What follows belongs to an exercise in optimizing a design on an open flow for small area, a short achievable clock period and few clock cycles per item; a production flow would make more cautious choices.
Only simulation tests tie the RTL to the original design; equivalence was not proved.
No driver is modelled on the clock port, so clock power and skew are understated where the tree is cut down; a real chip needs a root buffer or a tree.
Power and IR drop assume default switching activity.

==> inputs of v4 <==
Design fp_add, start of the top module:
module fp_add (
    input  [63:0] in_A,
    input  [63:0] in_B,
    input         clk,
    input         rst_n,
    input         in_valid,
    output [63:0] result,
    output        out_valid
);
==> flow/config.mk <==
export PLATFORM = sky130hd
export DESIGN_NAME = fp_add
export DESIGN_NICKNAME = fp_add
export VERILOG_FILES = /design/flow/design.v
export SDC_FILE = /design/flow/constraint.sdc
export NUM_CORES = 8
export LEC_CHECK = 0
export CAP_MARGIN = 20
export CORE_MARGIN = 2
export CORE_UTILIZATION = 63
export SLEW_MARGIN = 20
==> flow/constraint.sdc <==
create_clock -name core_clock -period 10.0 [get_ports {clk}]
set_input_delay 2.0000 -clock core_clock [delete_from_list [all_inputs] [get_ports {clk}]]
set_output_delay 2.0000 -clock core_clock [all_outputs]
set_load 0.01 [all_outputs]
standard.sh (not shown) runs the stock make flow with config.mk's settings and CLKGATE_MAP_FILE= SYNTH_SCRIPT=/design/flow/synth_recipe.tcl, a recipe that flattens the netlist after the stock synthesis.
==> flow/flow/run.sh <==
#!/bin/bash
set -euo pipefail
TREE=$PWD/flow/cts_tree.tcl
PORTS="BUFFER_PORTS_ARGS=-inputs -outputs -buffer_cell sky130_fd_sc_hd__buf_1"
MY_ABC_SCRIPT=$PWD/flow/map.abc bash standard.sh SYNTH_SCRIPT=$PWD/flow/my_synth.tcl synth > synth.log 2>&1
bash standard.sh SETUP_SLACK_MARGIN=7.2 floorplan > floorplan.log 2>&1
bash standard.sh SETUP_SLACK_MARGIN=7.2 "$PORTS" place > place.log 2>&1
bash standard.sh SETUP_SLACK_MARGIN=7.2 PRE_CTS_TCL=$TREE cts > cts.log 2>&1
for step in grt route finish; do
  bash standard.sh SETUP_SLACK_MARGIN=7.2 $step > $step.log 2>&1
done
==> flow/flow/cts_tree.tcl <==
# Sourced by ORFS's cts.tcl (PRE_CTS_TCL) in place of TritonCTS: builds a
# two-level clock tree. Root buffers on the clock port each drive a group
# of leaf buffers; each leaf buffer sits at the centre of a k-means cluster
# of flip-flops and drives them. All flip-flops see the same two buffer
# stages; the tree only shortens the clock's insertion delay. The roots are
# buf_16; a leaf is buf_8, or buf_12 when it drives more than 20
# flip-flops (plain buffers: faster than the clkbuf cells at these loads).
proc my_clock_tree { {nleaf 20} {nroot 4} } {
  set db [ord::get_db]
  set block [ord::get_db_block]
  set master [$db findMaster sky130_fd_sc_hd__buf_16]
  set m8 [$db findMaster sky130_fd_sc_hd__buf_8]
  set m12 [$db findMaster sky130_fd_sc_hd__buf_12]
  set clk_net [$block findNet clk]
  set sinks {}
  foreach it [$clk_net getITerms] {
    set inst [$it getInst]
    set bb [$inst getBBox]
    lappend sinks [list $it [expr {([$bb xMin] + [$bb xMax]) / 2.0}] [expr {([$bb yMin] + [$bb yMax]) / 2.0}]]
  }
  set n [llength $sinks]
  # k-means: seed with sinks spread by sorted order
  set sorted [lsort -real -index 1 $sinks]
  set cx {}; set cy {}
  for {set k 0} {$k < $nleaf} {incr k} {
    set s [lindex $sorted [expr {int(($k + 0.5) * $n / $nleaf)}]]
    lappend cx [lindex $s 1]; lappend cy [lindex $s 2]
  }
  for {set iter 0} {$iter < 30} {incr iter} {
    set sx [lrepeat $nleaf 0.0]; set sy [lrepeat $nleaf 0.0]; set cnt [lrepeat $nleaf 0]
    set assign {}
    foreach s $sinks {
      set x [lindex $s 1]; set y [lindex $s 2]
      set best 0; set bd 1e30
      for {set k 0} {$k < $nleaf} {incr k} {
        set d [expr {abs($x - [lindex $cx $k]) + abs($y - [lindex $cy $k])}]
        if {$d < $bd} { set bd $d; set best $k }
      }
      lappend assign $best
      lset sx $best [expr {[lindex $sx $best] + $x}]
      lset sy $best [expr {[lindex $sy $best] + $y}]
      lset cnt $best [expr {[lindex $cnt $best] + 1}]
    }
    for {set k 0} {$k < $nleaf} {incr k} {
      if {[lindex $cnt $k] > 0} {
        lset cx $k [expr {[lindex $sx $k] / [lindex $cnt $k]}]
        lset cy $k [expr {[lindex $sy $k] / [lindex $cnt $k]}]
      }
    }
  }
  # roots: k-means of leaf centres into nroot groups
  set leaves {}
  for {set k 0} {$k < $nleaf} {incr k} { lappend leaves [list $k [lindex $cx $k] [lindex $cy $k]] }
  set lsorted [lsort -real -index 1 $leaves]
  set rx {}; set ry {}
  for {set r 0} {$r < $nroot} {incr r} {
    set s [lindex $lsorted [expr {int(($r + 0.5) * $nleaf / $nroot)}]]
    lappend rx [lindex $s 1]; lappend ry [lindex $s 2]
  }
  set rassign [lrepeat $nleaf 0]
  for {set iter 0} {$iter < 20} {incr iter} {
    set sx [lrepeat $nroot 0.0]; set sy [lrepeat $nroot 0.0]; set cnt [lrepeat $nroot 0]
    for {set k 0} {$k < $nleaf} {incr k} {
      set x [lindex $cx $k]; set y [lindex $cy $k]
      set best 0; set bd 1e30
      for {set r 0} {$r < $nroot} {incr r} {
        set d [expr {abs($x - [lindex $rx $r]) + abs($y - [lindex $ry $r])}]
        if {$d < $bd} { set bd $d; set best $r }
      }
      lset rassign $k $best
      lset sx $best [expr {[lindex $sx $best] + $x}]
      lset sy $best [expr {[lindex $sy $best] + $y}]
      lset cnt $best [expr {[lindex $cnt $best] + 1}]
    }
    for {set r 0} {$r < $nroot} {incr r} {
      if {[lindex $cnt $r] > 0} {
        lset rx $r [expr {[lindex $sx $r] / [lindex $cnt $r]}]
        lset ry $r [expr {[lindex $sy $r] / [lindex $cnt $r]}]
      }
    }
  }
  set w [$master getWidth]; set h [$master getHeight]
  # root buffers
  set rnets {}
  for {set r 0} {$r < $nroot} {incr r} {
    set inst [odb::dbInst_create $block $master "clkroot_$r"]
    set net [odb::dbNet_create $block "clkroot_net_$r"]
    $net setSigType CLOCK
    [$inst findITerm A] connect $clk_net
    [$inst findITerm X] connect $net
    $inst setLocation [expr {int([lindex $rx $r] - $w / 2)}] [expr {int([lindex $ry $r] - $h / 2)}]
    $inst setPlacementStatus PLACED
    lappend rnets $net
  }
  # leaf buffers
  set lcnt [lrepeat $nleaf 0]
  foreach a $assign { lset lcnt $a [expr {[lindex $lcnt $a] + 1}] }
  set lnets {}
  for {set k 0} {$k < $nleaf} {incr k} {
    set lm [expr {[lindex $lcnt $k] > 20 ? $m12 : $m8}]
    set inst [odb::dbInst_create $block $lm "clkleaf_$k"]
    set net [odb::dbNet_create $block "clkleaf_net_$k"]
    $net setSigType CLOCK
    [$inst findITerm A] connect [lindex $rnets [lindex $rassign $k]]
    [$inst findITerm X] connect $net
    $inst setLocation [expr {int([lindex $cx $k] - [$lm getWidth] / 2)}] [expr {int([lindex $cy $k] - [$lm getHeight] / 2)}]
    $inst setPlacementStatus PLACED
    lappend lnets $net
  }
  set i 0
  foreach s $sinks {
    set it [lindex $s 0]
    $it disconnect
    $it connect [lindex $lnets [lindex $assign $i]]
    incr i
  }
  $clk_net setSigType CLOCK
  puts "my_clock_tree: $n sinks, $nleaf leaves, $nroot roots"
}

rename clock_tree_synthesis tritoncts_clock_tree_synthesis
proc clock_tree_synthesis { args } {
  my_clock_tree 40 4
}
Other scripts of this flow, unchanged in this note and not shown: flow/flow/map.abc, flow/flow/my_synth.tcl
==> v25: changes against v4 <==
==> flow/flow/run.sh (replaced) <==
#!/bin/bash
set -euo pipefail
TREE=$PWD/flow/cts_tree.tcl
PORTS="BUFFER_PORTS_ARGS=-inputs -outputs -buffer_cell sky130_fd_sc_hd__buf_1"
MY_ABC_SCRIPT=$PWD/flow/map.abc bash standard.sh SYNTH_SCRIPT=$PWD/flow/my_synth.tcl synth > synth.log 2>&1
bash standard.sh SETUP_SLACK_MARGIN=7.1 floorplan > floorplan.log 2>&1
bash standard.sh SETUP_SLACK_MARGIN=7.1 "$PORTS" place > place.log 2>&1
bash standard.sh SETUP_SLACK_MARGIN=7.1 PRE_CTS_TCL=$TREE POST_CTS_TCL=$PWD/flow/post_cts.tcl cts > cts.log 2>&1
bash standard.sh SETUP_SLACK_MARGIN=7.1 POST_GLOBAL_ROUTE_TCL=$PWD/flow/post_grt.tcl grt > grt.log 2>&1
for step in route finish; do
  bash standard.sh SETUP_SLACK_MARGIN=7.1 $step > $step.log 2>&1
done
==> flow/flow/area_recovery.tcl (new file) <==
# Area recovery: give each cell the smallest drive strength of its kind
# that keeps the worst setup slack at or above a target and keeps the
# slew and capacitance limits with margin (register and clock-buffer types
# are kept; only the drive strength changes).
proc dn_ok { target smin cmin } {
  if {[worst_slack -max] < $target} { return 0 }
  if {[sta::max_slew_check_slack_limit] < $smin} { return 0 }
  if {[sta::max_capacitance_check_slack_limit] < $cmin} { return 0 }
  return 1
}
proc downsize_pass { target smin cmin } {
  set n 0
  foreach inst [get_cells *] {
    set lc [get_lib_cells -of_objects $inst]
    if {$lc eq ""} { continue }
    if {[catch {set name [get_name $lc]}]} { continue }
    if {![regexp {^(sky130_fd_sc_hd__[a-z0-9]+)_([0-9]+)$} $name -> base drv]} { continue }
    if {[string match "*clkbuf*" $base] || [string match "*clkinv*" $base] || [string match "*lpflow*" $base]} { continue }
    foreach d {0 1 2 3 4 6 8 12} {
      if {$d >= $drv} { break }
      set cand [get_lib_cells -quiet ${base}_$d]
      if {$cand eq ""} { continue }
      replace_cell $inst $cand
      if {[dn_ok $target $smin $cmin]} { incr n; break }
      replace_cell $inst $lc
    }
  }
  return $n
}
proc area_recovery { margin } {
  set wns [worst_slack -max]
  set target [expr {$wns < $margin ? $wns : $margin}]
  set s0 [sta::max_slew_check_slack_limit]
  set c0 [sta::max_capacitance_check_slack_limit]
  set smin [expr {$s0 < 0.2 ? $s0 : 0.2}]
  set cmin [expr {$c0 < 0.2 ? $c0 : 0.2}]
  set a0 [rsz::design_area]
  set total 0
  for {set pass 0} {$pass < 3} {incr pass} {
    set n [downsize_pass $target $smin $cmin]
    incr total $n
    if {$n == 0} { break }
  }
  puts [format "area_recovery: target slack %.3f (slew %.3f cap %.3f), %d cells downsized, area %.1f -> %.1f um2, worst slack %.3f" $target $smin $cmin $total [expr {$a0 * 1e12}] [expr {[rsz::design_area] * 1e12}] [worst_slack -max]]
}
--- a/flow/flow/cts_tree.tcl
+++ b/flow/flow/cts_tree.tcl
@@ -2,15 +2,11 @@
 # two-level clock tree. Root buffers on the clock port each drive a group
 # of leaf buffers; each leaf buffer sits at the centre of a k-means cluster
 # of flip-flops and drives them. All flip-flops see the same two buffer
-# stages; the tree only shortens the clock's insertion delay. The roots are
-# buf_16; a leaf is buf_8, or buf_12 when it drives more than 20
-# flip-flops (plain buffers: faster than the clkbuf cells at these loads).
-proc my_clock_tree { {nleaf 20} {nroot 4} } {
+# stages; the tree only shortens the clock's insertion delay.
+proc my_clock_tree { {nleaf 20} {nroot 4} {bufname sky130_fd_sc_hd__clkbuf_16} } {
   set db [ord::get_db]
   set block [ord::get_db_block]
-  set master [$db findMaster sky130_fd_sc_hd__buf_16]
-  set m8 [$db findMaster sky130_fd_sc_hd__buf_8]
-  set m12 [$db findMaster sky130_fd_sc_hd__buf_12]
+  set master [$db findMaster $bufname]
   set clk_net [$block findNet clk]
   set sinks {}
   foreach it [$clk_net getITerms] {
@@ -93,17 +89,14 @@
     lappend rnets $net
   }
   # leaf buffers
-  set lcnt [lrepeat $nleaf 0]
-  foreach a $assign { lset lcnt $a [expr {[lindex $lcnt $a] + 1}] }
   set lnets {}
   for {set k 0} {$k < $nleaf} {incr k} {
-    set lm [expr {[lindex $lcnt $k] > 20 ? $m12 : $m8}]
-    set inst [odb::dbInst_create $block $lm "clkleaf_$k"]
+    set inst [odb::dbInst_create $block $master "clkleaf_$k"]
     set net [odb::dbNet_create $block "clkleaf_net_$k"]
     $net setSigType CLOCK
     [$inst findITerm A] connect [lindex $rnets [lindex $rassign $k]]
     [$inst findITerm X] connect $net
-    $inst setLocation [expr {int([lindex $cx $k] - [$lm getWidth] / 2)}] [expr {int([lindex $cy $k] - [$lm getHeight] / 2)}]
+    $inst setLocation [expr {int([lindex $cx $k] - $w / 2)}] [expr {int([lindex $cy $k] - $h / 2)}]
     $inst setPlacementStatus PLACED
     lappend lnets $net
   }
==> flow/flow/post_cts.tcl (new file) <==
# POST_CTS_TCL: area recovery after CTS's timing repair (flow/area_recovery.tcl),
# keeping the worst setup slack at the repair's target, then re-legalise.
source [file dirname [info script]]/area_recovery.tcl
estimate_parasitics -placement
area_recovery $::env(SETUP_SLACK_MARGIN)
detailed_placement
==> flow/flow/post_grt.tcl (new file) <==
# POST_GLOBAL_ROUTE_TCL: area recovery after global routing's timing repair
# (flow/area_recovery.tcl), with global-routing parasitics.
source [file dirname [info script]]/area_recovery.tcl
estimate_parasitics -global_routing
area_recovery $::env(SETUP_SLACK_MARGIN)
--- a/flow/config.mk
+++ b/flow/config.mk
@@ -7,5 +7,5 @@
 export LEC_CHECK = 0
 export CAP_MARGIN = 20
 export CORE_MARGIN = 2
-export CORE_UTILIZATION = 63
+export CORE_UTILIZATION = 60
 export SLEW_MARGIN = 20
==> v19: changes against v4 <==
==> flow/flow/run.sh (replaced) <==
#!/bin/bash
set -euo pipefail
TREE=$PWD/flow/cts_tree.tcl
PORTS="BUFFER_PORTS_ARGS=-inputs -outputs -buffer_cell sky130_fd_sc_hd__buf_1"
MY_ABC_SCRIPT=$PWD/flow/map.abc bash standard.sh SYNTH_SCRIPT=$PWD/flow/my_synth.tcl synth > synth.log 2>&1
bash standard.sh SETUP_SLACK_MARGIN=7.1 SKIP_GATE_CLONING=1 floorplan > floorplan.log 2>&1
bash standard.sh SETUP_SLACK_MARGIN=7.1 SKIP_GATE_CLONING=1 "$PORTS" place > place.log 2>&1
bash standard.sh SETUP_SLACK_MARGIN=7.1 SKIP_GATE_CLONING=1 PRE_CTS_TCL=$TREE cts > cts.log 2>&1
for step in grt route finish; do
  bash standard.sh SETUP_SLACK_MARGIN=7.1 SKIP_GATE_CLONING=1 $step > $step.log 2>&1
done
--- a/flow/flow/cts_tree.tcl
+++ b/flow/flow/cts_tree.tcl
@@ -2,15 +2,11 @@
 # two-level clock tree. Root buffers on the clock port each drive a group
 # of leaf buffers; each leaf buffer sits at the centre of a k-means cluster
 # of flip-flops and drives them. All flip-flops see the same two buffer
-# stages; the tree only shortens the clock's insertion delay. The roots are
-# buf_16; a leaf is buf_8, or buf_12 when it drives more than 20
-# flip-flops (plain buffers: faster than the clkbuf cells at these loads).
-proc my_clock_tree { {nleaf 20} {nroot 4} } {
+# stages; the tree only shortens the clock's insertion delay.
+proc my_clock_tree { {nleaf 20} {nroot 4} {bufname sky130_fd_sc_hd__clkbuf_16} } {
   set db [ord::get_db]
   set block [ord::get_db_block]
-  set master [$db findMaster sky130_fd_sc_hd__buf_16]
-  set m8 [$db findMaster sky130_fd_sc_hd__buf_8]
-  set m12 [$db findMaster sky130_fd_sc_hd__buf_12]
+  set master [$db findMaster $bufname]
   set clk_net [$block findNet clk]
   set sinks {}
   foreach it [$clk_net getITerms] {
@@ -93,17 +89,14 @@
     lappend rnets $net
   }
   # leaf buffers
-  set lcnt [lrepeat $nleaf 0]
-  foreach a $assign { lset lcnt $a [expr {[lindex $lcnt $a] + 1}] }
   set lnets {}
   for {set k 0} {$k < $nleaf} {incr k} {
-    set lm [expr {[lindex $lcnt $k] > 20 ? $m12 : $m8}]
-    set inst [odb::dbInst_create $block $lm "clkleaf_$k"]
+    set inst [odb::dbInst_create $block $master "clkleaf_$k"]
     set net [odb::dbNet_create $block "clkleaf_net_$k"]
     $net setSigType CLOCK
     [$inst findITerm A] connect [lindex $rnets [lindex $rassign $k]]
     [$inst findITerm X] connect $net
-    $inst setLocation [expr {int([lindex $cx $k] - [$lm getWidth] / 2)}] [expr {int([lindex $cy $k] - [$lm getHeight] / 2)}]
+    $inst setLocation [expr {int([lindex $cx $k] - $w / 2)}] [expr {int([lindex $cy $k] - $h / 2)}]
     $inst setPlacementStatus PLACED
     lappend lnets $net
   }
--- a/flow/config.mk
+++ b/flow/config.mk
@@ -7,5 +7,5 @@
 export LEC_CHECK = 0
 export CAP_MARGIN = 20
 export CORE_MARGIN = 2
-export CORE_UTILIZATION = 63
+export CORE_UTILIZATION = 60
 export SLEW_MARGIN = 20
==> v18: changes against v4 <==
==> flow/flow/run.sh (replaced) <==
#!/bin/bash
set -euo pipefail
TREE=$PWD/flow/cts_tree.tcl
PORTS="BUFFER_PORTS_ARGS=-inputs -outputs -buffer_cell sky130_fd_sc_hd__buf_1"
MY_ABC_SCRIPT=$PWD/flow/map.abc bash standard.sh SYNTH_SCRIPT=$PWD/flow/my_synth.tcl synth > synth.log 2>&1
bash standard.sh SETUP_SLACK_MARGIN=7.1 floorplan > floorplan.log 2>&1
bash standard.sh SETUP_SLACK_MARGIN=7.1 "$PORTS" place > place.log 2>&1
bash standard.sh SETUP_SLACK_MARGIN=7.1 PRE_CTS_TCL=$TREE cts > cts.log 2>&1
for step in grt route finish; do
  bash standard.sh SETUP_SLACK_MARGIN=7.1 $step > $step.log 2>&1
done
--- a/flow/flow/cts_tree.tcl
+++ b/flow/flow/cts_tree.tcl
@@ -2,15 +2,11 @@
 # two-level clock tree. Root buffers on the clock port each drive a group
 # of leaf buffers; each leaf buffer sits at the centre of a k-means cluster
 # of flip-flops and drives them. All flip-flops see the same two buffer
-# stages; the tree only shortens the clock's insertion delay. The roots are
-# buf_16; a leaf is buf_8, or buf_12 when it drives more than 20
-# flip-flops (plain buffers: faster than the clkbuf cells at these loads).
-proc my_clock_tree { {nleaf 20} {nroot 4} } {
+# stages; the tree only shortens the clock's insertion delay.
+proc my_clock_tree { {nleaf 20} {nroot 4} {bufname sky130_fd_sc_hd__clkbuf_16} } {
   set db [ord::get_db]
   set block [ord::get_db_block]
-  set master [$db findMaster sky130_fd_sc_hd__buf_16]
-  set m8 [$db findMaster sky130_fd_sc_hd__buf_8]
-  set m12 [$db findMaster sky130_fd_sc_hd__buf_12]
+  set master [$db findMaster $bufname]
   set clk_net [$block findNet clk]
   set sinks {}
   foreach it [$clk_net getITerms] {
@@ -93,17 +89,14 @@
     lappend rnets $net
   }
   # leaf buffers
-  set lcnt [lrepeat $nleaf 0]
-  foreach a $assign { lset lcnt $a [expr {[lindex $lcnt $a] + 1}] }
   set lnets {}
   for {set k 0} {$k < $nleaf} {incr k} {
-    set lm [expr {[lindex $lcnt $k] > 20 ? $m12 : $m8}]
-    set inst [odb::dbInst_create $block $lm "clkleaf_$k"]
+    set inst [odb::dbInst_create $block $master "clkleaf_$k"]
     set net [odb::dbNet_create $block "clkleaf_net_$k"]
     $net setSigType CLOCK
     [$inst findITerm A] connect [lindex $rnets [lindex $rassign $k]]
     [$inst findITerm X] connect $net
-    $inst setLocation [expr {int([lindex $cx $k] - [$lm getWidth] / 2)}] [expr {int([lindex $cy $k] - [$lm getHeight] / 2)}]
+    $inst setLocation [expr {int([lindex $cx $k] - $w / 2)}] [expr {int([lindex $cy $k] - $h / 2)}]
     $inst setPlacementStatus PLACED
     lappend lnets $net
   }
--- a/flow/config.mk
+++ b/flow/config.mk
@@ -7,5 +7,5 @@
 export LEC_CHECK = 0
 export CAP_MARGIN = 20
 export CORE_MARGIN = 2
-export CORE_UTILIZATION = 63
+export CORE_UTILIZATION = 58
 export SLEW_MARGIN = 20
==> summary.txt <==
- Worst hold slack: v18 < v4 < v19 < v25.
- Die area is the same in v25 and v19.
- Against v4, the first-iteration DRC count of v25 is smaller by about 5.5%.
- In v4 the combinational power is higher than in v18, by about 2%.
Testbench counts of v4, summed over its fixed seeds: cycles 80,056, items 80,000.
Testbench counts of v25, summed over its fixed seeds: cycles 80,056, items 80,000.
Testbench counts of v19, summed over its fixed seeds: cycles 80,056, items 80,000.
Testbench counts of v18, summed over its fixed seeds: cycles 80,056, items 80,000.
In every run of this note, the design's own scripts or RTL, not TritonCTS, make the clock network.

==> re-timing with driven ports <==
No port has a modelled driver above. Below, the same layouts with a new extraction and two added sets of constraints. Step 1: set_driving_cell puts a clkbuf_16 on clk and a buf_2 on each other input, an assumption about the parent block. Step 2 also shifts input and output timing later by t, the mid clock arrival at the registers, as if the neighbouring blocks saw the same clock. Slacks: ideal ports / drivers / drivers and shift; pairs: ideal ports / drivers.
| run | t, ns | slack for setup (ns) | hold slack, ns | worst register clock-pin slew, ns |
|---|---|---|---|---|
| v4 | 0.486 | 7.151 / 6.998 / 7.230 | 0.296 / 0.296 / 0.296 | 0.11 / 0.11 |
| v25 | 0.523 | 6.186 / 6.186 / 6.186 | 0.314 / 0.314 / 0.314 | 0.11 / 0.11 |
| v19 | 0.521 | 7.087 / 6.949 / 7.159 | 0.312 / 0.312 / 0.312 | 0.11 / 0.11 |
| v18 | 0.546 | 7.055 / 6.906 / 7.203 | 0.283 / 0.283 / 0.283 | 0.09 / 0.09 |
After both steps every run listed still meets setup and hold.
